This design comes from an exercise in tuning for a short achievable clock period and few clock cycles on the open sky130 flow, not from production work.
The RTL was checked by simulation tests, not by an equivalence proof against the original design.
No activity file was given, so power comes from the tool's default toggle rates.

$ cat flow/flow/run.sh
#!/bin/bash
set -euo pipefail
bash standard.sh SETUP_SLACK_MARGIN=6.4 "BUFFER_PORTS_ARGS=-buffer_cell sky130_fd_sc_hd__buf_8" finish > standard.log 2>&1
$ cat flow/standard.sh
#!/bin/bash
# synth_recipe.tcl (not shown) runs the flow's synth.tcl, then flattens the netlist and writes it again
# the make line also repeats each setting of config.mk as NAME=value (left out here)
make -C /OpenROAD-flow-scripts/flow DESIGN_CONFIG=/design/flow/config.mk WORK_HOME=/design/flow/orfs CLKGATE_MAP_FILE= SYNTH_SCRIPT=/design/flow/synth_recipe.tcl "${@:-finish}"
$ cat flow/config.mk
export PLATFORM = sky130hd
export DESIGN_NAME = LEGLiteSingle
export DESIGN_NICKNAME = LEGLiteSingle
export VERILOG_FILES = /design/flow/design.v
export SDC_FILE = /design/flow/constraint.sdc
export NUM_CORES = 4
export LEC_CHECK = 0
export CAP_MARGIN = 20
export CORE_MARGIN = 2
export CORE_UTILIZATION = 30
export CTS_CLUSTER_DIAMETER = 100
export CTS_CLUSTER_SIZE = 20
export SLEW_MARGIN = 20
export SYNTH_HIERARCHICAL = 1
export SYNTH_MINIMUM_KEEP_SIZE = 0
export TNS_END_PERCENT = 100
$ cat flow/constraint.sdc
create_clock -name core_clock -period 9.0 [get_ports {clock}]
set_input_delay 1.8000 -clock core_clock [delete_from_list [all_inputs] [get_ports {clock}]]
set_output_delay 1.8000 -clock core_clock [all_outputs]
set_load 0.01 [all_outputs]
$ cat flow/design.v
module LL_Add16(a, b, cin, s, co);
input  [15:0] a, b;
input         cin;
output [15:0] s;
output        co;
reg [15:0] p, g, pp, gg;
integer k, d;
always @(*) begin
	p  = a ^ b;
	g  = a & b;
	pp = p;
	gg = g;
	gg[0] = g[0] | (p[0] & cin);
	for (d = 1; d < 16; d = d * 2)
		for (k = 15; k >= d; k = k - 1) begin
			gg[k] = gg[k] | (pp[k] & gg[k-d]);
			pp[k] = pp[k] & pp[k-d];
		end
end
assign s  = p ^ {gg[14:0], cin};
assign co = gg[15];
endmodule
module LL_Add7(a, b, s);
input  [6:0] a, b;
output [7:0] s;
assign s = a + b;
endmodule
module LL_Inc(pc, pc2);
input  [15:0] pc;
output [15:0] pc2;
assign pc2 = {pc[15:1] + 15'd1, pc[0]};
endmodule
module LL_PCNext(pc, pc2, imm, jump, hold, alt, xsel, xpc, next, target);
input  [15:0] pc;
input  [15:0] pc2;
input  [6:0]  imm;
input         jump;
input         hold;
input  [15:0] alt;
input         xsel;
input  [15:0] xpc;
output [15:0] next;
output [15:0] target;
wire [7:0] lo;
LL_Add7 add_lo(.a(pc[7:1]), .b(imm), .s(lo));
wire [15:0] base = xsel ? xpc : pc2;
wire        jmp  = jump && !xsel;
wire        hld  = hold && !xsel;
wire [15:0] seq  = hld ? alt : base;
wire [7:0] hi  = pc[15:8];
wire [7:0] hi1 = pc[15:8] + 8'd1;
wire [7:0] him = pc[15:8] - 8'd1;
wire [7:0] t_c1 = imm[6] ? hi : hi1;
wire [7:0] t_c0 = imm[6] ? him : hi;
wire [7:0] n_c1 = jmp ? t_c1 : seq[15:8];
wire [7:0] n_c0 = jmp ? t_c0 : seq[15:8];
wire [7:0] n_hi, t_hi;
LL_Mux8 next_mux(.sel(lo[7]), .a(n_c0), .b(n_c1), .q(n_hi));
LL_Mux8 tgt_mux(.sel(lo[7]), .a(t_c0), .b(t_c1), .q(t_hi));
assign next   = {n_hi, jmp ? {lo[6:0], pc[0]} : seq[7:0]};
assign target = {t_hi, lo[6:0], pc[0]};
endmodule
module LL_FDec(ins, zok, ldw, taken, hold);
input  [15:0] ins;
input  [6:0]  zok;
input  [6:0]  ldw;
output        taken;
output        hold;
wire [2:0] op = ins[15:13];
wire [7:0] z = {1'b1, zok};
wire [7:0] l = {1'b0, ldw};
wire reads_a = (op == 3'd0) || (op == 3'd3) || (op == 3'd4) || (op == 3'd6) || (op == 3'd7);
assign taken = (op == 3'd5) && z[ins[2:0]];
assign hold  = (reads_a && l[ins[5:3]]) || ((op == 3'd0) && l[ins[12:10]]) ||
               ((op == 3'd5) && l[ins[2:0]]);
endmodule
module LL_Mux8(sel, a, b, q);
input        sel;
input  [7:0] a, b;
output [7:0] q;
assign q = sel ? b : a;
endmodule
module LL_Read(idx, r, q);
input  [2:0]   idx;
input  [111:0] r;
output [15:0]  q;
assign q = (idx == 3'd7) ? 16'd0 : r[idx*16 +: 16];
endmodule
module LEGLiteSingle(
	iaddr,
	daddr,
	dwrite,
	dread,
	dwdata,
	clock,
	idata,
	ddata,
	reset
	);
output [15:0] iaddr;
output [15:0] daddr;
output dwrite;
output dread;
output [15:0] dwdata;
input clock;
input [15:0] idata;
input [15:0] ddata;
input reset;
localparam OP_ADD  = 3'd0;
localparam OP_LDUR = 3'd3;
localparam OP_STUR = 3'd4;
localparam OP_CBZ  = 3'd5;
localparam OP_ADDI = 3'd6;
localparam OP_ANDI = 3'd7;
reg [15:0] pc;           
reg        x_valid;      
reg        x_andi;       
reg        x_ld;         
reg        x_st;         
reg        x_cbz;        
reg [15:0] x_target;     
reg [15:0] x_pc;         
reg [15:0] x_a;          
reg [15:0] x_opb;        
reg [15:0] x_b;          
reg        x_fwd_b;      
reg        x_pred;       
reg [6:0]  x_alu1h;      
reg [6:0]  x_ld1h;       
reg        m_ld, m_st;   
reg [6:0]  m_ld1h;       
reg [15:0] m_addr;
reg [15:0] m_wdata;
reg [15:0] rf [0:6];     
reg [6:0]  zf;           
wire [15:0] sum;
wire        sum_co;
LL_Add16 alu_add(.a(x_a), .b(x_opb), .cin(1'b0), .s(sum), .co(sum_co));
wire [15:0] result   = x_andi ? (x_a & x_opb) : sum;
wire        redirect = x_valid && x_cbz && ((x_b == 16'd0) != x_pred);
wire [15:0] zsum     = (x_a ^ x_opb) ^ {(x_a[14:0] | x_opb[14:0]), 1'b0};
wire        x_zero   = x_andi ? ((x_a & x_opb) == 16'd0) : (zsum == 16'd0);
wire [15:0] x_pc2;
LL_Inc    x_inc(.pc(x_pc), .pc2(x_pc2));
reg [111:0] rfm;
reg [15:0]  rf_nx [0:6];
reg [6:0]   zf_nx;
integer i;
always @(*)
	for (i = 0; i < 7; i = i + 1) begin
		if (m_ld1h[i]) begin
			rfm[i*16 +: 16] = ddata;
			zf_nx[i]        = (ddata == 16'd0);
		end else begin
			rfm[i*16 +: 16] = rf[i];
			zf_nx[i]        = zf[i];
		end
		rf_nx[i] = rfm[i*16 +: 16];
		if (x_valid && x_alu1h[i]) begin
			rf_nx[i] = result;
			zf_nx[i] = x_zero;
		end
	end
always @(posedge clock)
	for (i = 0; i < 7; i = i + 1) begin
		rf[i] <= rf_nx[i];
		zf[i] <= zf_nx[i];
	end
wire [2:0]  f_op = idata[15:13];
wire [2:0]  f_rt = idata[2:0];
wire [2:0]  f_rn = idata[5:3];
wire [2:0]  f_rm = idata[12:10];
wire        f_isadd = (f_op == OP_ADD);
wire [15:0] f_sx = {{9{idata[12]}}, idata[12:6]};
wire [15:0] rd_a, rd_m, rd_t;
LL_Read read_a(.idx(f_rn), .r(rfm), .q(rd_a));
LL_Read read_m(.idx(f_rm), .r(rfm), .q(rd_m));
LL_Read read_t(.idx(f_rt), .r(rfm), .q(rd_t));
wire [7:0] x_wr1h = {1'b0, x_alu1h & {7{x_valid}}};
wire fx_a = x_wr1h[f_rn];
wire fx_m = x_wr1h[f_rm];
wire fx_t = x_wr1h[f_rt];
wire [15:0] op_a = fx_a ? result : rd_a;
wire [15:0] op_m = fx_m ? result : rd_m;
wire [15:0] op_t = fx_t ? result : rd_t;
reg [6:0] zok, ldw;
always @(*)
	for (i = 0; i < 7; i = i + 1) begin
		zok[i] = zf[i] && !(x_valid && (x_alu1h[i] || x_ld1h[i])) && !m_ld1h[i];
		ldw[i] = x_valid && x_ld1h[i];
	end
wire f_taken, f_hold;
LL_FDec f_dec(.ins(idata), .zok(zok), .ldw(ldw), .taken(f_taken), .hold(f_hold));
wire [7:0] ldw8 = {1'b0, ldw};
wire f_dep_t = (f_op == OP_STUR) && ldw8[f_rt];
wire [15:0] pc2;
LL_Inc      f_inc(.pc(pc), .pc2(pc2));
wire [15:0] pc_x    = reset ? 16'd0 : x_pred ? x_pc2 : x_target;
wire [15:0] pc_next;
wire [15:0] f_target;
LL_PCNext   f_next(.pc(pc), .pc2(pc2), .imm(idata[12:6]), .jump(f_taken), .hold(f_hold),
                   .alt(x_pc2), .xsel(reset || redirect), .xpc(pc_x),
                   .next(pc_next), .target(f_target));
always @(posedge clock)
	pc <= pc_next;
always @(posedge clock) begin
	x_valid  <= !reset && !redirect && !f_hold;
	x_andi   <= (f_op == OP_ANDI);
	x_ld     <= (f_op == OP_LDUR);
	x_st     <= (f_op == OP_STUR);
	x_cbz    <= (f_op == OP_CBZ) && (f_rt != 3'd7);
	x_target <= f_target;
	x_pc     <= pc;
	x_a      <= op_a;
	x_opb    <= f_isadd ? op_m : f_sx;
	x_b      <= op_t;
	x_fwd_b  <= f_dep_t;
	x_pred   <= f_taken;
	for (i = 0; i < 7; i = i + 1) begin
		x_alu1h[i] <= (f_isadd || (f_op == OP_ADDI) || (f_op == OP_ANDI)) && (f_rt == i);
		x_ld1h[i]  <= (f_op == OP_LDUR) && (f_rt == i);
	end
end
always @(posedge clock) begin
	if (reset) begin
		m_ld <= 1'b0;
		m_st <= 1'b0;
	end else begin
		m_ld <= x_valid && x_ld;
		m_st <= x_valid && x_st;
	end
	m_ld1h  <= reset ? 7'd0 : (x_valid ? x_ld1h : 7'd0);
	m_addr  <= sum;
	m_wdata <= x_fwd_b ? ddata : x_b;
end
assign iaddr  = pc;
assign daddr  = m_addr;
assign dread  = m_ld;
assign dwrite = m_st;
assign dwdata = m_wdata;
endmodule
==> results of run 1 <==
cell usage in the layout (no fill, tap or decap), types with 9 or more instances in the layout:
cell and instances:
ha_1 49, buf_4 70, mux2_2 248, nand2b_1 14, a31oi_1 51, o21ai_0 11, a21bo_1 9, buf_12 9
a22o_1 48, clkbuf_16 19, buf_6 17, o221a_1 10, buf_8 77, nor4_1 10, o211ai_1 12, xnor2_1 26
or2_1 48, xor2_1 33, buf_16 9, bufbuf_16 9, dfxtp_4 16, inv_1 61, mux2_4 81, a21oi_1 25
dfxtp_2 36, nor2_1 59, nand3_1 16, dfxtp_1 218, mux2i_1 178, o21ai_1 11, nand4_1 12, nor3_1 22
nand2_1 104
where the power goes:
part | internal [mW] | switching, mW | leakage, nW
logic | 1.97 | 1.97 | 6.67
registers | 1.78 | 0.275 | 2.32
clock network | 0.408 | 0.482 | 0.273
critical path, stage by stage:
cell      delay, ps
buf_16           80
mux4_2          480
o211ai_1        300
nand3_4         200
mux2_4          330
o211ai_1        190
a21bo_1         240
mux2_4          260
layer usage:
layer | vias to the layer above | wire length (um) | part of all wire [%]
met3 | 168 | 3500 | 5.8
li1 | 6389 | - | -
met2 | 518 | 29000 | 48
met4 | 0 | 2630 | 4.3
met5 | - | 0 | 0
met1 | 7079 | 25500 | 42
per-stage QoR:
stage / std cells / cell area (um2) / worst slack [ps]
global placement: 2439 / 19200 / 3810
finish: 2579 / 22000 / 5530
detailed placement: 2439 / 19200 / 3760
floorplan: 1695 / 17700 / 5240
CTS: 2537 / 21200 / 5540
global route: 2579 / 22000 / 5480
cell type report:
type	instances	area, um2	area share [%]
Clock buffer	23	500	2.28
Clock inverter	4	56.3	0.256
Inverter	64	240	1.09
Multi-Input combinational cell	1254	11900	54.2
Sequential cell	277	5720	26.0
Tap cell	765	957	4.35
Timing Repair Buffer	192	2600	11.8
registers in the layout, summed over array words and instances (netlist names), 16 cells and up:
signal    count
x_pc         16
x_opb        16
x_b          16
m_wdata      16
m_addr       16
rf          112
x_a          16
pc           16
x_target     16
final timing paths:
path | start | endpoint | slack, ps
worst max-delay path | idata[3] | pc[12] | 5530
worst min-delay path | pc[14] | x_pc[14] | 420
worst max register to register | x_b[11] | pc[8] | 5620
worst min register to register | pc[14] | x_pc[14] | 420
what timing repair did:
item	CTS	global route
pin swaps	28	24
resized for setup	159	81
buffers inserted	54	37
cloned	17	5
endpoints found under the setup margin	195	198
==> summary.md, run 1 <==
| Metric | Value |
|---|---|
| Layout cell share with drive strength beyond 1 | `39.9%` |
| HPWL Detailed | `roughly 36 mm` |
| Worst-path fanout max | `8` |
| Tot GR Track Use | `19.0%` |
| Initial antenna violation count | `1` |
| Skew-Pair Late Insertion Delay | `570 ps` |
| Cell Area, Synth | `17400 um2` |
| 1st-iter DRT viols | `1129` |
| Slew Viols, Final | `0` |
| DRC | `0` |
| Synth Area per Inst | `roughly 10 um2` |
| Syn_nets | `1789` |
| CP arrival | `3890 ps` |
| First-pass GRT wire length | `87.5 mm` |
| CTS sink cnt | `277` |
| CTS tree | `done` |
| Largest net degree at the start of global routing | `40` |
| Antenna Nets Post-Route | `0` |
| Vias | `14200` |
| R2R depth | `8` |
| Fin. Hold Viols | `0` |
| Core Region | `roughly 57000 um2` |
| YS warnings | `10` |
| Placer congestion estimate | `0.848` |
| Fin Clk Skew | `roughly 43 ps` |
| WHS | `420 ps` |
| Worst Path Required | `9430 ps` |
| Post-layout min period | `3470 ps` |
| Slew @ Worst Pin | `1190 ps` |
| TNS Setup | `0 ps` |
| Initial core utilization | `between 30% and 40%` |
| Met1 usage | `24.3%` |
| Status | `timing/DRC/antenna clean` |
| Die span in x | `244 um` |
| Pwr per Cell Area | `313 nW/um2` |
| Vias in the first global route | `roughly 14000` |
| Final Power | `6.88 mW` |
| Met2 GRT Util | `between 30% and 40%` |
| M3 GR Usage | `under 10%` |
| Fillers | `5623` |
| CTS Buffer Depth | `3` |
| Critical path class | `in -> reg` |
| Post-CTS Hold Fix Bufs | `0` |
| DR WL/cell | `23.5 um` |
| Grt ovf | `0` |
| Cts bufs inserted | `19` |
| # H-tree levels | `1` |
| Max-slew headroom | `approximately 20%` |
| First drt pass iteration count | `5` |
| Vias per cell | `5.49` |
| Die area | `roughly 60000 um2` |
| RSZ-0062 raised after global routing | `true` |
| Leak | `9.27 nW` |
| Clock slew seen by the registers of the worst setup and hold paths | `80 ps` |
| Clock root buffer | `clkbuf_16` |
| Final setup vio count | `0` |
| Fin nets | `1902` |
| Die H | `244 um` |
| Layout area overhead | `26.7%` |
| IO Count | `84` |
| Utilization after layout | `38.3%` |
| Max Fclk | `just under 300 MHz` |
| Worst setup EP type | `flop` |
| Worst hold path depth | `0` |
| Maximum VDD drop | `0.185 mV` |
| Most crowded layer after global routing | `met2` |
| Buffers on Ports | `between 80 and 90` |
| Fin crit share | `between 30% and 40%` |
| CP Launch Type | `input port` |
| Max Cap Viol | `0` |
| Site Rows | `88` |
| Final WL | `60.5 mm` |
| Mapped Cells | `1695` |
| Hold Crit Class | `reg -> reg` |
| Ant diodes | `0` |
Testbench counts, summed over its fixed seeds: cycles 50,633.
==> run 2: changes to the inputs <==
--- a/flow/design.v
+++ b/flow/design.v
@@ -30,13 +30,11 @@
 output [15:0] pc2;
 assign pc2 = {pc[15:1] + 15'd1, pc[0]};
 endmodule
-module LL_PCNext(pc, pc2, imm, jump, hold, alt, xsel, xpc, next, target);
+module LL_PCNext(pc, pc2, imm, jump, xsel, xpc, next, target);
 input  [15:0] pc;
 input  [15:0] pc2;
 input  [6:0]  imm;
 input         jump;
-input         hold;
-input  [15:0] alt;
 input         xsel;
 input  [15:0] xpc;
 output [15:0] next;
@@ -45,19 +43,17 @@
 LL_Add7 add_lo(.a(pc[7:1]), .b(imm), .s(lo));
 wire [15:0] base = xsel ? xpc : pc2;
 wire        jmp  = jump && !xsel;
-wire        hld  = hold && !xsel;
-wire [15:0] seq  = hld ? alt : base;
 wire [7:0] hi  = pc[15:8];
 wire [7:0] hi1 = pc[15:8] + 8'd1;
 wire [7:0] him = pc[15:8] - 8'd1;
 wire [7:0] t_c1 = imm[6] ? hi : hi1;
 wire [7:0] t_c0 = imm[6] ? him : hi;
-wire [7:0] n_c1 = jmp ? t_c1 : seq[15:8];
-wire [7:0] n_c0 = jmp ? t_c0 : seq[15:8];
+wire [7:0] n_c1 = jmp ? t_c1 : base[15:8];
+wire [7:0] n_c0 = jmp ? t_c0 : base[15:8];
 wire [7:0] n_hi, t_hi;
 LL_Mux8 next_mux(.sel(lo[7]), .a(n_c0), .b(n_c1), .q(n_hi));
 LL_Mux8 tgt_mux(.sel(lo[7]), .a(t_c0), .b(t_c1), .q(t_hi));
-assign next   = {n_hi, jmp ? {lo[6:0], pc[0]} : seq[7:0]};
+assign next   = {n_hi, jmp ? {lo[6:0], pc[0]} : base[7:0]};
 assign target = {t_hi, lo[6:0], pc[0]};
 endmodule
 module LL_FDec(ins, zok, ldw, taken, hold);
@@ -125,6 +121,8 @@
 reg [15:0] x_b;          
 reg        x_fwd_b;      
 reg        x_pred;       
+reg        f_again;      
+reg [15:0] again_pc;
 reg [6:0]  x_alu1h;      
 reg [6:0]  x_ld1h;       
 reg        m_ld, m_st;   
@@ -195,16 +193,20 @@
 wire f_dep_t = (f_op == OP_STUR) && ldw8[f_rt];
 wire [15:0] pc2;
 LL_Inc      f_inc(.pc(pc), .pc2(pc2));
-wire [15:0] pc_x    = reset ? 16'd0 : x_pred ? x_pc2 : x_target;
+wire        x_sel   = reset || redirect || f_again;
+wire [15:0] pc_x    = reset ? 16'd0 : f_again ? again_pc : x_pred ? x_pc2 : x_target;
 wire [15:0] pc_next;
 wire [15:0] f_target;
-LL_PCNext   f_next(.pc(pc), .pc2(pc2), .imm(idata[12:6]), .jump(f_taken), .hold(f_hold),
-                   .alt(x_pc2), .xsel(reset || redirect), .xpc(pc_x),
+LL_PCNext   f_next(.pc(pc), .pc2(pc2), .imm(idata[12:6]), .jump(f_taken), .xsel(x_sel), .xpc(pc_x),
                    .next(pc_next), .target(f_target));
+always @(posedge clock) begin
+	f_again  <= !reset && !redirect && !f_again && f_hold;
+	again_pc <= pc;
+end
 always @(posedge clock)
 	pc <= pc_next;
 always @(posedge clock) begin
-	x_valid  <= !reset && !redirect && !f_hold;
+	x_valid  <= !reset && !redirect && !f_again && !f_hold;
 	x_andi   <= (f_op == OP_ANDI);
 	x_ld     <= (f_op == OP_LDUR);
 	x_st     <= (f_op == OP_STUR);
==> run 2 against run 1 <==
Global-route usage rose by 0.13 points. Power fell by 5.6%. Synthesized area fell by 0.41%. Critical path type unchanged. Highest routed layer unchanged.
==> summary.md, run 2 <==
| Metric | Value |
|---|---|
| Status | `timing/DRC/antenna clean` |
| Maximum VDD drop | `0.145 mV (-22%)` |
| Fin nets | `1926 (+1.3%)` |
| Vias | `13900 (-1.7%)` |
| Final WL | `60.0 mm (-0.83%)` |
| Worst-path fanout max | `7 (-1)` |
| Tot GR Track Use | `19.2% (+0.13 points)` |
| Pwr per Cell Area | `297 nW/um2 (-4.9%)` |
| CP arrival | `3550 ps (-340 ps)` |
| Hold Crit Start | `pc[15]` |
| Buffers on Ports | `83 (unchanged)` |
| Placer congestion estimate | `0.836 (-1.4%)` |
| Leak | `9.13 nW (-1.5%)` |
| Worst Path Required | `9420 ps (about the same)` |
| Synth Area per Inst | `10.0 um2 (-2.1%)` |
| First drt pass iteration count | `5 (unchanged)` |
| Layout area overhead | `26.3%` |
| CTS tree | `done` |
| Die H | `244 um (-0.20%)` |
| Worst hold path depth | `0 (unchanged)` |
| Critical path class | `in -> reg` |
| Most frequent cells in the layout | `mux2_2 (241), dfxtp_1 (218), mux2i_1 (182)` |
| Syn_nets | `1819 (+1.7%)` |
| Critical R2R Launch | `x_valid` |
| R2R depth | `14 (+6)` |
| TNS Setup | `0 ps (unchanged)` |
| # H-tree levels | `1 (unchanged)` |
| Placed cells | `2465 (+1.1%)` |
| Clock slew seen by the registers of the worst setup and hold paths | `90 ps (about the same)` |
| Initial antenna violation count | `0 (-1)` |
| Largest net degree at the start of global routing | `40 (unchanged)` |
| Max Fclk | `320 MHz (+11%)` |
| DRC | `0 (unchanged)` |
| Site Rows | `87 (-1.1%)` |
| Worst setup EP type | `flop` |
| RSZ-0062 raised after global routing | `true` |
| Non-Filler Instances | `2595 (+0.62%)` |
| IO Count | `84 (unchanged)` |
| Max-slew headroom | `24.9% (+4.5 points)` |
| DR WL/cell | `23.1 um (-1.4%)` |
| Reg-to-reg slack, setup | `5940 ps (+320 ps)` |
| Mapped Cells | `1725 (+1.8%)` |
| Layout cell share with drive strength beyond 1 | `38.7% (-1.2 points)` |
| Fillers | `5527 (-1.7%)` |
| Post-layout min period | `3120 ps (-344 ps)` |
| Max Cap Viol | `0 (unchanged)` |
| Reg with most FFs | `rf` |
| YS warnings | `10 (unchanged)` |
| Clock root buffer | `clkbuf_16` |
| Cell Area, Synth | `17300 um2 (-0.41%)` |
| Die area | `59500 um2 (-0.40%)` |
| HPWL Detailed | `35.9 mm (-1.4%)` |
| Commonest non-fill, non-tap cell in the layout | `mux2_2` |
| Antenna Nets Post-Route | `0 (unchanged)` |
| Vias per cell | `5.36 (-2.3%)` |
| Skew-Pair Late Insertion Delay | `560 ps (about the same)` |
| Fin crit share | `34.7% (-3.8 points)` |
| Hold Crit Class | `reg -> reg` |
| Initial core utilization | `30.5% (+0.28 points)` |
| Fin Clk Skew | `50.6 ps (+7.76 ps)` |
| CP Launch Type | `input port` |
| Hold Path Sink | `again_pc[15]` |
| Grt ovf | `0 (unchanged)` |
| Slew Viols, Final | `0 (unchanged)` |
| Die span in x | `244 um (-0.20%)` |
| Ant diodes | `0 (unchanged)` |
| CTS sink cnt | `278 (+0.36%)` |
| Vias in the first global route | `14100 (+1.2%)` |
| Core Region | `56700 um2 (-1.3%)` |
| CTS Buffer Depth | `3 (unchanged)` |
| Fin. Hold Viols | `0 (unchanged)` |
| 1st-iter DRT viols | `947 (-16%)` |
| Slew @ Worst Pin | `1130 ps (-67.7 ps)` |
| Final setup vio count | `0 (unchanged)` |
| Max reg flops | `112 (unchanged)` |
| Cts bufs inserted | `18 (-1)` |
| FF-to-FF End | `pc[12]` |
| First-pass GRT wire length | `87.4 mm (-0.10%)` |
==> run 2: changes by cell type in the layout (fill, tap and decap cells not counted), sizes merged, moves of 7 or more <==
cell / change
mux2: -17
a21oi: +23
nand2: +8
a21bo: -9
nor2: +27
o21ai: +7
==> run 2: worst max-delay path by stage <==
stage                  start  endpoint  slack (ps)  cells after the start
global placement    idata[1]    pc[10]        4890                      9
detailed placement  idata[1]    pc[10]        4820                     10
finish              idata[0]    pc[12]        5880                     10
global route         x_valid    pc[14]        5840                     13
floorplan           idata[0]    pc[13]        5600                      9
CTS                 idata[0]    pc[10]        5870                      9
==> run 2: metal layers <==
layer | GRT usage [%] | up-vias | share of wire [%]
met1 | 24.1 | 6821 | 42
met2 | 32.3 | 509 | 47
met3 | 3.57 | 153 | 7.2
met5 | 0 | - | 0
li1 | - | 6434 | -
met4 | 7.66 | 0 | 4.3
==> run 2: area by class of cell <==
cell class | instances | area, um2 | area share [%]
timing repair buffer | 189 | 2660 | 12.2
multi-input combinational | 1279 | 11700 | 53.7
inverter | 66 | 248 | 1.13
sequential | 278 | 5740 | 26.3
tap | 756 | 946 | 4.33
clock inverter | 3 | 37.5 | 0.172
clock buffer | 24 | 483 | 2.21
==> run 2: stage by stage <==
step	setup WS (ps)	hold slack, ps	utilization (%)	power (mW)	cell area, um2
2_1_floorplan	5600	417	-	4.01	17600
3_3_place_gp	4890	409	33.9	4.92	19200
3_5_place_dp	4820	421	33.9	5.02	19200
4_1_cts	5870	426	37.3	6.24	21200
5_1_grt	5840	423	38.5	6.84	21800
6_report	5880	414	38.5	6.49	21800
==> run 2: worst max-delay path, stage by stage <==
cell and delay, ps:
buf_16 90, mux4_2 520, mux2i_4 190, nor2_4 80
buf_12 150, nor2_1 100, nor2_1 50, a21oi_1 130
o21ba_2 180, mux2_4 250
==> run 2: what timing repair did <==
action / in CTS / in global routing
gates cloned: 17 / 4
pin swaps: 17 / 23
hold buffers: 0 / 0
buffers inserted: 48 / 33
endpoints found under the setup margin: 195 / 201
resized for setup: 163 / 63
==> run 2: where the power goes <==
part           internal [mW]  leakage (nW)  switching [mW]
sequential              1.76          2.36           0.259
combinational           1.80          6.52            1.83
clock                  0.384         0.253           0.467
total                   3.94          9.13            2.55
Testbench counts of run 2, summed over its fixed seeds: cycles 51,154.
==> run 3: changes to the inputs <==
--- a/flow/design.v
+++ b/flow/design.v
@@ -30,40 +30,40 @@
 output [15:0] pc2;
 assign pc2 = {pc[15:1] + 15'd1, pc[0]};
 endmodule
-module LL_PCNext(pc, pc2, imm, jump, xsel, xpc, next, target);
+module LL_PCNext(pc, imm, jump, base, next, target);
 input  [15:0] pc;
-input  [15:0] pc2;
 input  [6:0]  imm;
 input         jump;
-input         xsel;
-input  [15:0] xpc;
+input  [15:0] base;
 output [15:0] next;
 output [15:0] target;
 wire [7:0] lo;
 LL_Add7 add_lo(.a(pc[7:1]), .b(imm), .s(lo));
-wire [15:0] base = xsel ? xpc : pc2;
-wire        jmp  = jump && !xsel;
 wire [7:0] hi  = pc[15:8];
 wire [7:0] hi1 = pc[15:8] + 8'd1;
 wire [7:0] him = pc[15:8] - 8'd1;
 wire [7:0] t_c1 = imm[6] ? hi : hi1;
 wire [7:0] t_c0 = imm[6] ? him : hi;
-wire [7:0] n_c1 = jmp ? t_c1 : base[15:8];
-wire [7:0] n_c0 = jmp ? t_c0 : base[15:8];
 wire [7:0] n_hi, t_hi;
-LL_Mux8 next_mux(.sel(lo[7]), .a(n_c0), .b(n_c1), .q(n_hi));
-LL_Mux8 tgt_mux(.sel(lo[7]), .a(t_c0), .b(t_c1), .q(t_hi));
-assign next   = {n_hi, jmp ? {lo[6:0], pc[0]} : base[7:0]};
+LL_Pick8 next_pick(.jump(jump), .c(lo[7]), .t0(t_c0), .t1(t_c1), .base(base[15:8]), .q(n_hi));
+LL_Mux8  tgt_mux(.sel(lo[7]), .a(t_c0), .b(t_c1), .q(t_hi));
+assign next   = {n_hi, jump ? {lo[6:0], pc[0]} : base[7:0]};
 assign target = {t_hi, lo[6:0], pc[0]};
+endmodule
+module LL_Pick8(jump, c, t0, t1, base, q);
+input        jump, c;
+input  [7:0] t0, t1, base;
+output [7:0] q;
+assign q = jump ? (c ? t1 : t0) : base;
 endmodule
 module LL_FDec(ins, zok, ldw, taken, hold);
 input  [15:0] ins;
-input  [6:0]  zok;
+input  [7:0]  zok;
 input  [6:0]  ldw;
 output        taken;
 output        hold;
 wire [2:0] op = ins[15:13];
-wire [7:0] z = {1'b1, zok};
+wire [7:0] z = zok;
 wire [7:0] l = {1'b0, ldw};
 wire reads_a = (op == 3'd0) || (op == 3'd3) || (op == 3'd4) || (op == 3'd6) || (op == 3'd7);
 assign taken = (op == 3'd5) && z[ins[2:0]];
@@ -124,6 +124,8 @@
 reg        f_again;      
 reg [15:0] again_pc;
 reg [6:0]  x_alu1h;      
+reg        x_wr;         
+reg [2:0]  x_rt;
 reg [6:0]  x_ld1h;       
 reg        m_ld, m_st;   
 reg [6:0]  m_ld1h;       
@@ -174,30 +176,33 @@
 LL_Read read_a(.idx(f_rn), .r(rfm), .q(rd_a));
 LL_Read read_m(.idx(f_rm), .r(rfm), .q(rd_m));
 LL_Read read_t(.idx(f_rt), .r(rfm), .q(rd_t));
-wire [7:0] x_wr1h = {1'b0, x_alu1h & {7{x_valid}}};
-wire fx_a = x_wr1h[f_rn];
-wire fx_m = x_wr1h[f_rm];
-wire fx_t = x_wr1h[f_rt];
+wire fx_a = x_wr && (x_rt == f_rn);
+wire fx_m = x_wr && (x_rt == f_rm);
+wire fx_t = x_wr && (x_rt == f_rt);
 wire [15:0] op_a = fx_a ? result : rd_a;
 wire [15:0] op_m = fx_m ? result : rd_m;
 wire [15:0] op_t = fx_t ? result : rd_t;
-reg [6:0] zok, ldw;
-always @(*)
-	for (i = 0; i < 7; i = i + 1) begin
-		zok[i] = zf[i] && !(x_valid && (x_alu1h[i] || x_ld1h[i])) && !m_ld1h[i];
+wire x_sel = reset || redirect || f_again;
+reg [7:0] zok;
+reg [6:0] ldw;
+always @(*) begin
+	zok[7] = !x_sel;
+	for (i = 0; i < 7; i = i + 1) begin
+		zok[i] = zf[i] && !(x_valid && (x_alu1h[i] || x_ld1h[i])) && !m_ld1h[i] && !x_sel;
 		ldw[i] = x_valid && x_ld1h[i];
 	end
+end
 wire f_taken, f_hold;
 LL_FDec f_dec(.ins(idata), .zok(zok), .ldw(ldw), .taken(f_taken), .hold(f_hold));
 wire [7:0] ldw8 = {1'b0, ldw};
 wire f_dep_t = (f_op == OP_STUR) && ldw8[f_rt];
 wire [15:0] pc2;
 LL_Inc      f_inc(.pc(pc), .pc2(pc2));
-wire        x_sel   = reset || redirect || f_again;
 wire [15:0] pc_x    = reset ? 16'd0 : f_again ? again_pc : x_pred ? x_pc2 : x_target;
+wire [15:0] pc_base = x_sel ? pc_x : pc2;
 wire [15:0] pc_next;
 wire [15:0] f_target;
-LL_PCNext   f_next(.pc(pc), .pc2(pc2), .imm(idata[12:6]), .jump(f_taken), .xsel(x_sel), .xpc(pc_x),
+LL_PCNext   f_next(.pc(pc), .imm(idata[12:6]), .jump(f_taken), .base(pc_base),
                    .next(pc_next), .target(f_target));
 always @(posedge clock) begin
 	f_again  <= !reset && !redirect && !f_again && f_hold;
@@ -218,6 +223,9 @@
 	x_b      <= op_t;
 	x_fwd_b  <= f_dep_t;
 	x_pred   <= f_taken;
+	x_wr     <= !reset && !redirect && !f_again && !f_hold &&
+	            (f_isadd || (f_op == OP_ADDI) || (f_op == OP_ANDI)) && (f_rt != 3'd7);
+	x_rt     <= f_rt;
 	for (i = 0; i < 7; i = i + 1) begin
 		x_alu1h[i] <= (f_isadd || (f_op == OP_ADDI) || (f_op == OP_ANDI)) && (f_rt == i);
 		x_ld1h[i]  <= (f_op == OP_LDUR) && (f_rt == i);
==> run 3 against run 2 <==
Still clean. Die area shrank 1.6%. Combinational power fell by about 20%. First-iteration DRC count increased by 29%. Routed wire length is 1.5% lower. Power down 13%. Cell count shrank 2.5%. Clock power rose by 2%. Hold slack better by 57 ps. Non-clock buffer count decreased by 8. Clock skew is 26 ps lower. Register-to-register slack improved by 190 ps. Critical path type unchanged. Largest cell class unchanged.
==> summary.md, run 3 <==
| Metric | Value |
|---|---|
| Pwr per Cell Area | `263 nW/um2 (-12%)` |
| CTS tree | `done` |
| Vias | `13700 (-1.8%)` |
| Slew Viols, Final | `0 (unchanged)` |
| Max Fclk | `340 MHz (+6.3%)` |
| Grt ovf | `0 (unchanged)` |
| Antenna Nets Post-Route | `0 (unchanged)` |
| Layout area overhead | `26.3% (about the same)` |
| Final setup margin | `6060 ps (+184 ps)` |
| Post-layout min period | `2940 ps (-184 ps)` |
| CTS sink cnt | `282 (+1.4%)` |
| Slew @ Worst Pin | `1120 ps (-4.01 ps)` |
| Syn_nets | `1757 (-3.4%)` |
| CTS Buffer Depth | `3 (unchanged)` |
| Non-Filler Instances | `2531 (-2.5%)` |
| Core Region | `56200 um2 (-0.96%)` |
| CP Launch Type | `input port` |
| # H-tree levels | `1 (unchanged)` |
| CP arrival | `3360 ps (-190 ps)` |
| Maximum VDD drop | `0.130 mV (-10%)` |
| Fillers | `5529 (+0.036%)` |
| Clock slew seen by the registers of the worst setup and hold paths | `90 ps (about the same)` |
| Placed cells | `2407 (-2.4%)` |
| Post-CTS Hold Fix Bufs | `0 (unchanged)` |
| Fin crit share | `32.6% (-2.0 points)` |
| Tot GR Track Use | `18.8% (-0.41 points)` |
| Site Rows | `87 (unchanged)` |
| Worst-path fanout max | `6 (-1)` |
| Vias in the first global route | `13400 (-4.8%)` |
| Die span in x | `242 um (-0.78%)` |
| Largest net degree at the start of global routing | `35 (-13%)` |
| DRC | `0 (unchanged)` |
| Reg with most FFs | `rf` |
| Worst Path Required | `9430 ps (about the same)` |
| Cell Area, Synth | `17000 um2 (-1.6%)` |
| Final WL | `59.1 mm (-1.5%)` |
| Final Power | `5.65 mW (-13%)` |
| Max-slew headroom | `25.1% (+0.27 points)` |
| First drt pass iteration count | `5 (unchanged)` |
| Clock root buffer | `clkbuf_16` |
| Die area | `58600 um2 (-1.6%)` |
| Ant diodes | `0 (unchanged)` |
| Fin nets | `1865 (-3.2%)` |
| Worst setup EP type | `flop` |
| IO Count | `84 (unchanged)` |
| Status | `timing/DRC/antenna clean` |
| DR WL/cell | `23.4 um (+0.96%)` |
| Placer congestion estimate | `0.860 (+2.9%)` |
| Most frequent cells in the layout | `mux2_2 (275), dfxtp_1 (219), mux2i_1 (182)` |
| Die H | `242 um (-0.78%)` |
| Fin. Hold Viols | `0 (unchanged)` |
| Commonest non-fill, non-tap cell in the layout | `mux2_2` |
| Critical path class | `in -> reg` |
| YS warnings | `10 (unchanged)` |
| Synth Area per Inst | `10.2 um2 (+2.1%)` |
| Buffers on Ports | `83 (unchanged)` |
| Hold Crit Class | `reg -> reg` |
| Max reg flops | `112 (unchanged)` |
| First-pass GRT wire length | `85.5 mm (-2.1%)` |
| RSZ-0062 raised after global routing | `true` |
| HPWL Detailed | `34.8 mm (-3.2%)` |
| Place WS | `4910 ps (+89.3 ps)` |
| 1st-iter DRT viols | `1219 (+29%)` |
| TNS Setup | `0 ps (unchanged)` |
| Final setup vio count | `0 (unchanged)` |
| Cts bufs inserted | `19 (+1)` |
| Vias per cell | `5.40 (+0.70%)` |
| Fin Clk Skew | `24.9 ps (-25.7 ps)` |
| Max Cap Viol | `0 (unchanged)` |
| Mapped Cells | `1663 (-3.6%)` |
| Leak | `8.87 nW (-2.8%)` |
| Initial antenna violation count | `0 (unchanged)` |
| Skew-Pair Late Insertion Delay | `530 ps (-30 ps)` |
| Initial core utilization | `30.3% (-0.19 points)` |
| Layout cell share with drive strength beyond 1 | `40.3% (+1.7 points)` |
[run 3: what timing repair did]
| action | 4_1_cts | 5_1_grt |
|---|---|---|
| endpoints found under the setup margin | 198 | 190 |
| setup buffers | 63 | 15 |
| gates cloned | 14 | 7 |
| pin swaps | 20 | 18 |
| resized for setup | 164 | 80 |
[run 3: cell type report]
class | instances | area (um2) | area share (%)
multi-input cells | 1227 | 11500 | 53.3
clock inverters | 4 | 47.5 | 0.221
clock buffers | 21 | 483 | 2.25
flip-flops and latches | 282 | 5830 | 27.1
well taps | 756 | 946 | 4.40
repair buffers | 181 | 2500 | 11.6
inverters | 60 | 225 | 1.05
[run 3: critical path, stage by stage]
cell	delay, ps
buf_12	90
nor2_4	50
nand2_4	110
nor3_2	40
mux4_2	470
mux2i_2	180
nor2_2	70
buf_6	140
buf_16	130
mux2_4	290
[run 3: metrics by stage]
stage	instance area, um2	hold WS, ps	utilization (%)
6_report	21500	471	38.3
2_1_floorplan	17300	414	-
3_5_place_dp	18800	424	33.5
5_1_grt	21500	486	38.3
4_1_cts	20900	470	37.1
3_3_place_gp	18800	421	33.4
[run 3: worst paths after layout]
check	from	to	slack, ps	depth (start not counted)
min	x_st	m_st	470	1
min reg2reg	x_st	m_st	470	1
max	reset	pc[0]	6060	10
max reg2reg	x_b[11]	pc[0]	6130	12
[run 3: where the power goes]
part / total, mW / internal (mW) / leakage, nW / switching (mW)
combinational: 2.91 / 1.42 / 6.24 / 1.49
sequential: 1.87 / 1.68 / 2.38 / 0.187
clock: 0.867 / 0.394 / 0.257 / 0.474
[run 3: routing by layer]
layer / GRT usage, % / vias to the layer above / share of wire, %
li1: - / 6225 / -
met5: 0 / - / 0
met3: 1.86 / 126 / 6.3
met1: 25.2 / 6766 / 44
met4: 7.35 / 0 / 3.8
met2: 31.0 / 552 / 46
Testbench counts of run 3, summed over its fixed seeds: cycles 51,154.
==> run 4: changes to the inputs <==
--- a/flow/design.v
+++ b/flow/design.v
@@ -30,12 +30,26 @@
 output [15:0] pc2;
 assign pc2 = {pc[15:1] + 15'd1, pc[0]};
 endmodule
-module LL_PCNext(pc, imm, jump, base, next, target);
+module LL_PCNext(pc, imm, jump, base, next);
 input  [15:0] pc;
 input  [6:0]  imm;
 input         jump;
 input  [15:0] base;
 output [15:0] next;
+wire [7:0] lo;
+LL_Add7 add_lo(.a(pc[7:1]), .b(imm), .s(lo));
+wire [7:0] hi  = pc[15:8];
+wire [7:0] hi1 = pc[15:8] + 8'd1;
+wire [7:0] him = pc[15:8] - 8'd1;
+wire [7:0] t_c1 = imm[6] ? hi : hi1;
+wire [7:0] t_c0 = imm[6] ? him : hi;
+wire [7:0] n_hi;
+LL_Pick8 next_pick(.jump(jump), .c(lo[7]), .t0(t_c0), .t1(t_c1), .base(base[15:8]), .q(n_hi));
+assign next = {n_hi, jump ? {lo[6:0], pc[0]} : base[7:0]};
+endmodule
+module LL_Target(pc, imm, target);
+input  [15:0] pc;
+input  [6:0]  imm;
 output [15:0] target;
 wire [7:0] lo;
 LL_Add7 add_lo(.a(pc[7:1]), .b(imm), .s(lo));
@@ -44,10 +58,8 @@
 wire [7:0] him = pc[15:8] - 8'd1;
 wire [7:0] t_c1 = imm[6] ? hi : hi1;
 wire [7:0] t_c0 = imm[6] ? him : hi;
-wire [7:0] n_hi, t_hi;
-LL_Pick8 next_pick(.jump(jump), .c(lo[7]), .t0(t_c0), .t1(t_c1), .base(base[15:8]), .q(n_hi));
-LL_Mux8  tgt_mux(.sel(lo[7]), .a(t_c0), .b(t_c1), .q(t_hi));
-assign next   = {n_hi, jump ? {lo[6:0], pc[0]} : base[7:0]};
+wire [7:0] t_hi;
+LL_Mux8 tgt_mux(.sel(lo[7]), .a(t_c0), .b(t_c1), .q(t_hi));
 assign target = {t_hi, lo[6:0], pc[0]};
 endmodule
 module LL_Pick8(jump, c, t0, t1, base, q);
@@ -75,6 +87,12 @@
 input  [7:0] a, b;
 output [7:0] q;
 assign q = sel ? b : a;
+endmodule
+module LL_Fwd(fwd, andi, sum, andv, rd, q);
+input         fwd, andi;
+input  [15:0] sum, andv, rd;
+output [15:0] q;
+assign q = fwd ? (andi ? andv : sum) : rd;
 endmodule
 module LL_Read(idx, r, q);
 input  [2:0]   idx;
@@ -119,6 +137,7 @@
 reg [15:0] x_a;          
 reg [15:0] x_opb;        
 reg [15:0] x_b;          
+reg        x_bz;         
 reg        x_fwd_b;      
 reg        x_pred;       
 reg        f_again;      
@@ -136,8 +155,9 @@
 wire [15:0] sum;
 wire        sum_co;
 LL_Add16 alu_add(.a(x_a), .b(x_opb), .cin(1'b0), .s(sum), .co(sum_co));
-wire [15:0] result   = x_andi ? (x_a & x_opb) : sum;
-wire        redirect = x_valid && x_cbz && ((x_b == 16'd0) != x_pred);
+wire [15:0] andv     = x_a & x_opb;
+wire [15:0] result   = x_andi ? andv : sum;
+wire        redirect = x_valid && x_cbz && (x_bz != x_pred);
 wire [15:0] zsum     = (x_a ^ x_opb) ^ {(x_a[14:0] | x_opb[14:0]), 1'b0};
 wire        x_zero   = x_andi ? ((x_a & x_opb) == 16'd0) : (zsum == 16'd0);
 wire [15:0] x_pc2;
@@ -179,10 +199,11 @@
 wire fx_a = x_wr && (x_rt == f_rn);
 wire fx_m = x_wr && (x_rt == f_rm);
 wire fx_t = x_wr && (x_rt == f_rt);
-wire [15:0] op_a = fx_a ? result : rd_a;
-wire [15:0] op_m = fx_m ? result : rd_m;
-wire [15:0] op_t = fx_t ? result : rd_t;
-wire x_sel = reset || redirect || f_again;
+wire [15:0] op_a, op_m, op_t;
+LL_Fwd fwd_a(.fwd(fx_a), .andi(x_andi), .sum(sum), .andv(andv), .rd(rd_a), .q(op_a));
+LL_Fwd fwd_m(.fwd(fx_m), .andi(x_andi), .sum(sum), .andv(andv), .rd(rd_m), .q(op_m));
+LL_Fwd fwd_t(.fwd(fx_t), .andi(x_andi), .sum(sum), .andv(andv), .rd(rd_t), .q(op_t));
+wire x_sel = redirect || f_again;
 reg [7:0] zok;
 reg [6:0] ldw;
 always @(*) begin
@@ -195,21 +216,29 @@
 wire f_taken, f_hold;
 LL_FDec f_dec(.ins(idata), .zok(zok), .ldw(ldw), .taken(f_taken), .hold(f_hold));
 wire [7:0] ldw8 = {1'b0, ldw};
+reg [7:0] zfm;
+always @(*) begin
+	zfm[7] = 1'b1;
+	for (i = 0; i < 7; i = i + 1)
+		zfm[i] = m_ld1h[i] ? (ddata == 16'd0) : zf[i];
+end
+wire f_bz = fx_t ? x_zero : zfm[f_rt];
 wire f_dep_t = (f_op == OP_STUR) && ldw8[f_rt];
 wire [15:0] pc2;
 LL_Inc      f_inc(.pc(pc), .pc2(pc2));
-wire [15:0] pc_x    = reset ? 16'd0 : f_again ? again_pc : x_pred ? x_pc2 : x_target;
+wire [15:0] pc_x    = f_again ? again_pc : x_pred ? x_pc2 : x_target;
 wire [15:0] pc_base = x_sel ? pc_x : pc2;
 wire [15:0] pc_next;
 wire [15:0] f_target;
-LL_PCNext   f_next(.pc(pc), .imm(idata[12:6]), .jump(f_taken), .base(pc_base),
-                   .next(pc_next), .target(f_target));
+LL_PCNext   f_next(.pc(pc), .imm(idata[12:6]), .jump(f_taken), .base(pc_base), .next(pc_next));
+LL_Target   f_tgt(.pc(pc), .imm(idata[12:6]), .target(f_target));
 always @(posedge clock) begin
 	f_again  <= !reset && !redirect && !f_again && f_hold;
 	again_pc <= pc;
 end
 always @(posedge clock)
-	pc <= pc_next;
+	if (reset) pc <= 16'd0;
+	else       pc <= pc_next;
 always @(posedge clock) begin
 	x_valid  <= !reset && !redirect && !f_again && !f_hold;
 	x_andi   <= (f_op == OP_ANDI);
@@ -221,6 +250,7 @@
 	x_a      <= op_a;
 	x_opb    <= f_isadd ? op_m : f_sx;
 	x_b      <= op_t;
+	x_bz     <= f_bz;
 	x_fwd_b  <= f_dep_t;
 	x_pred   <= f_taken;
 	x_wr     <= !reset && !redirect && !f_again && !f_hold &&
==> run 4 against run 3 <==
Core utilization rose by 0.16 points. Largest cell class unchanged. Die area rose by 8.4%. Synthesized area rose by 8.6%. Critical path depth did not move. Fmax fell by 0.91%.
==> summary.md, run 4 <==
| Metric | Value |
|---|---|
| Multi-input gate area | `12900 um2 (+13%)` |
| Worst Path Required | `9430 ps (about the same)` |
| Placer congestion estimate | `0.838 (-2.6%)` |
| Register Area | `5770 um2 (-0.95%)` |
| Routed wl met3 | `3.34 mm (-9.6%)` |
| Final setup margin | `6040 ps (-27.1 ps)` |
| Die H | `252 um (+4.1%)` |
| CTS tree | `done` |
| Ant diodes | `0 (unchanged)` |
| Post-layout min period | `2960 ps (+27.1 ps)` |
| Logic pwr share | `53.4% (+1.8 points)` |
| Die span in x | `252 um (+4.1%)` |
| Initial core utilization | `30.5% (+0.20 points)` |
| Reg with most FFs | `rf` |
| Hold Crit Start | `pc[0]` |
| Die area | `63500 um2 (+8.4%)` |
| Pwr per Cell Area | `253 nW/um2 (-3.9%)` |
| Slowest stage delay, CP | `360 ps (-110 ps)` |
| Hold Path Sink | `again_pc[0]` |
| CTS sink cnt | `283 (+0.35%)` |
| WHS | `401 ps (-69.6 ps)` |
| Synth Area per Inst | `9.82 um2 (-4.0%)` |
| First-pass GRT wire length | `90.2 mm (+5.5%)` |
| Top Metal Used | `met4` |
| Vias in the first global route | `14800 (+10%)` |
| Reg-to-reg slack, setup | `6160 ps (+30 ps)` |
| FF-to-FF End | `pc[0]` |
| Maximum VDD drop | `0.126 mV (-3.1%)` |
| CP Cell Sequence | `buf_8 -> ha_4 -> inv_2 -> fa_2 -> nor2b_2 -> o31a_1 -> mux2i_1 -> nand2_1 -> mux2_4 -> nor2b_4` |
| Syn_nets | `1984 (+13%)` |
| First drt pass iteration count | `5 (unchanged)` |
| Buffers on Ports | `83 (unchanged)` |
| Antenna Nets Post-Route | `0 (unchanged)` |
| Worst hold path depth | `0 (-1)` |
| DRC | `0 (unchanged)` |
| Max Cap Viol | `0 (unchanged)` |
| Site Rows | `90 (+3.4%)` |
| HPWL Detailed | `37.4 mm (+7.5%)` |
| Worst-path fanout max | `2 (-4)` |
| Max Fclk | `337 MHz (-0.91%)` |
| Layout area overhead | `26.0%` |
| CTS Buffer Depth | `3 (unchanged)` |
| Leak | `9.60 nW (+8.3%)` |
| Most frequent cells in the layout | `dfxtp_1 (227), mux2i_1 (217), mux2_2 (216)` |
| CP arrival | `3390 ps (+30 ps)` |
| Final setup vio count | `0 (unchanged)` |
| Critical path class | `in -> reg` |
| Met2 routed WL | `28.8 mm (+5.4%)` |
| Layout cell share with drive strength beyond 1 | `37.2% (-3.1 points)` |
| Slew Viols, Final | `0 (unchanged)` |
| Crit path from | `idata[6]` |
| Utilization after layout | `38.4% (+0.16 points)` |
| Cell Area, Synth | `18500 um2 (+8.6%)` |
| Hold Crit Class | `reg -> reg` |
| YS warnings | `10 (unchanged)` |
| Worst setup EP type | `flop` |
| 1st-iter DRT viols | `1306 (+7.1%)` |
| Final Power | `5.88 mW (+4.1%)` |
| Pint | `3.67 mW (+4.9%)` |
| Clock slew seen by the registers of the worst setup and hold paths | `80 ps (about the same)` |
| Clock power share | `14.8% (-0.6 points)` |
| Place WS | `4750 ps (-161 ps)` |
| Core Region | `60600 um2 (+7.9%)` |
| Fin Clk Skew | `25.9 ps (+0.970 ps)` |
| Grt ovf | `0 (unchanged)` |
| Commonest non-fill, non-tap cell in the layout | `dfxtp_1` |
| Fin nets | `2097 (+12%)` |
| Cts bufs inserted | `18 (-1)` |
| Max reg flops | `112 (unchanged)` |
| Vias per cell | `5.35 (-1.0%)` |
| Vias | `14800 (+8.6%)` |
| CP Launch Type | `input port` |
| Max-slew headroom | `28.2% (+3.1 points)` |
| Sw power | `2.21 mW (+2.7%)` |
| RSZ-0062 raised after global routing | `true` |
| Skew-Pair Late Insertion Delay | `550 ps (+20 ps)` |
| Fin. Hold Viols | `0 (unchanged)` |
| DR WL/cell | `22.0 um (-5.9%)` |
| Slew @ Worst Pin | `1080 ps (-45.7 ps)` |
| Initial antenna violation count | `0 (unchanged)` |
| Status | `timing/DRC/antenna clean` |
| Tot GR Track Use | `18.3% (-0.48 points)` |
| TNS Setup | `0 ps (unchanged)` |
| Final WL | `61.1 mm (+3.3%)` |
| Fin crit share | `32.9% (+0.30 points)` |
| CP max stage cell | `fa_2` |
| # H-tree levels | `1 (unchanged)` |
| Largest net degree at the start of global routing | `58 (+66%)` |
| Clock root buffer | `clkbuf_16` |
| Met1 WL | `26.5 mm (+2.6%)` |
| Mapped Cells | `1880 (+13%)` |
| IO Count | `84 (unchanged)` |
| R2R depth | `7 (-5)` |
| Critical R2R Launch | `x_valid` |
| Switching share of power | `37.6% (-0.49 points)` |
| Seq pwr share | `31.8% (-1.3 points)` |
| Fillers | `5824 (+5.3%)` |
run 4: worst max-delay path, delay by kind of cell:
kind,cells,cell delay (ps)
mux,2,470
buf+inv,2,120
fa+ha+maj,2,490
simple gates,3,320
compound gates,1,200
run 4: through the flow:
step	area [um2]	cells
global route	23300	2777
CTS	22400	2737
global placement	20100	2638
finish	23300	2777
detailed placement	20100	2638
floorplan	18700	1880
run 4: what timing repair did:
item                       4_1_cts  5_1_grt
gates resized for setup        197       95
hold buffers                     0        0
hold endpoints to repair         0        0
setup endpoints to repair      214      199
pin swaps                       48       55
gates cloned                    12        4
setup buffers                   65       36
run 4: power by group through the flow:
| stage | sequential, mW | combinational [mW] | clock (mW) |
|---|---|---|---|
| after global routing | 1.90 | 3.35 | 0.929 |
| after detailed placement | 1.90 | 2.55 | 0 |
| after floorplan | 1.84 | 1.78 | 0 |
| after global placement | 1.88 | 2.46 | 0 |
| after CTS | 1.86 | 2.82 | 0.892 |
| final | 1.87 | 3.14 | 0.868 |
run 4: how the worst max path moves through the flow:
stage	to	slack, ps
after global routing	pc[7]	5990
final	pc[7]	6040
after detailed placement	pc[1]	4750
after floorplan	pc[7]	5680
after global placement	pc[5]	4800
after CTS	pc[7]	6110
run 4: final cells by class:
| cell class | instances | share of cell area (%) |
|---|---|---|
| clock buffers | 20 | 2.06 |
| clock inverters | 2 | 0.199 |
| inverters | 63 | 1.02 |
| multi-input cells | 1415 | 55.6 |
| flip-flops and latches | 283 | 24.8 |
| well taps | 782 | 4.20 |
| repair buffers | 212 | 12.1 |
run 4: metal layers:
metal  GRT usage [%]  vias up
met1            23.4     7302
met5               0        -
met4            7.61        0
li1                -     6921
met3            2.40      136
met2            30.9      489
Testbench counts of run 4, summed over its fixed seeds: cycles 51,154.

re-timing with driven ports:
No port has a modelled driver above. Below, the same layouts with a new extraction and two added sets of constraints.
Step 1 assumes that a clkbuf_16 drives the clock port and a buf_2 every other input.
Step 2, shift: input delay + t, output delay - t, t = (earliest + latest rising clock arrival at the registers) / 2. This alone moves slack from input paths to output paths.
Slacks: ideal ports / drivers / drivers and shift; pairs: ideal ports / drivers.
run	t, ns	slack for setup (ns)	worst setup path at the end	latest minus earliest clock arrival (ns)	cell pins on the clock port's net
run 1	0.601	5.535 / 5.377 / 4.776	input to register	0.044 / 0.043	1
run 2	0.592	5.879 / 5.729 / 5.137	input to register	0.051 / 0.052	1
run 3	0.585	6.063 / 5.943 / 5.358	input to register	0.029 / 0.029	1
run 4	0.597	6.036 / 6.005 / 5.408	input to register	0.025 / 0.026	1
After both steps setup and hold are still met in every run listed. The setup slack of run 1, which loses most, moves by -0.158 ns with the drivers and by -0.759 ns with both steps.
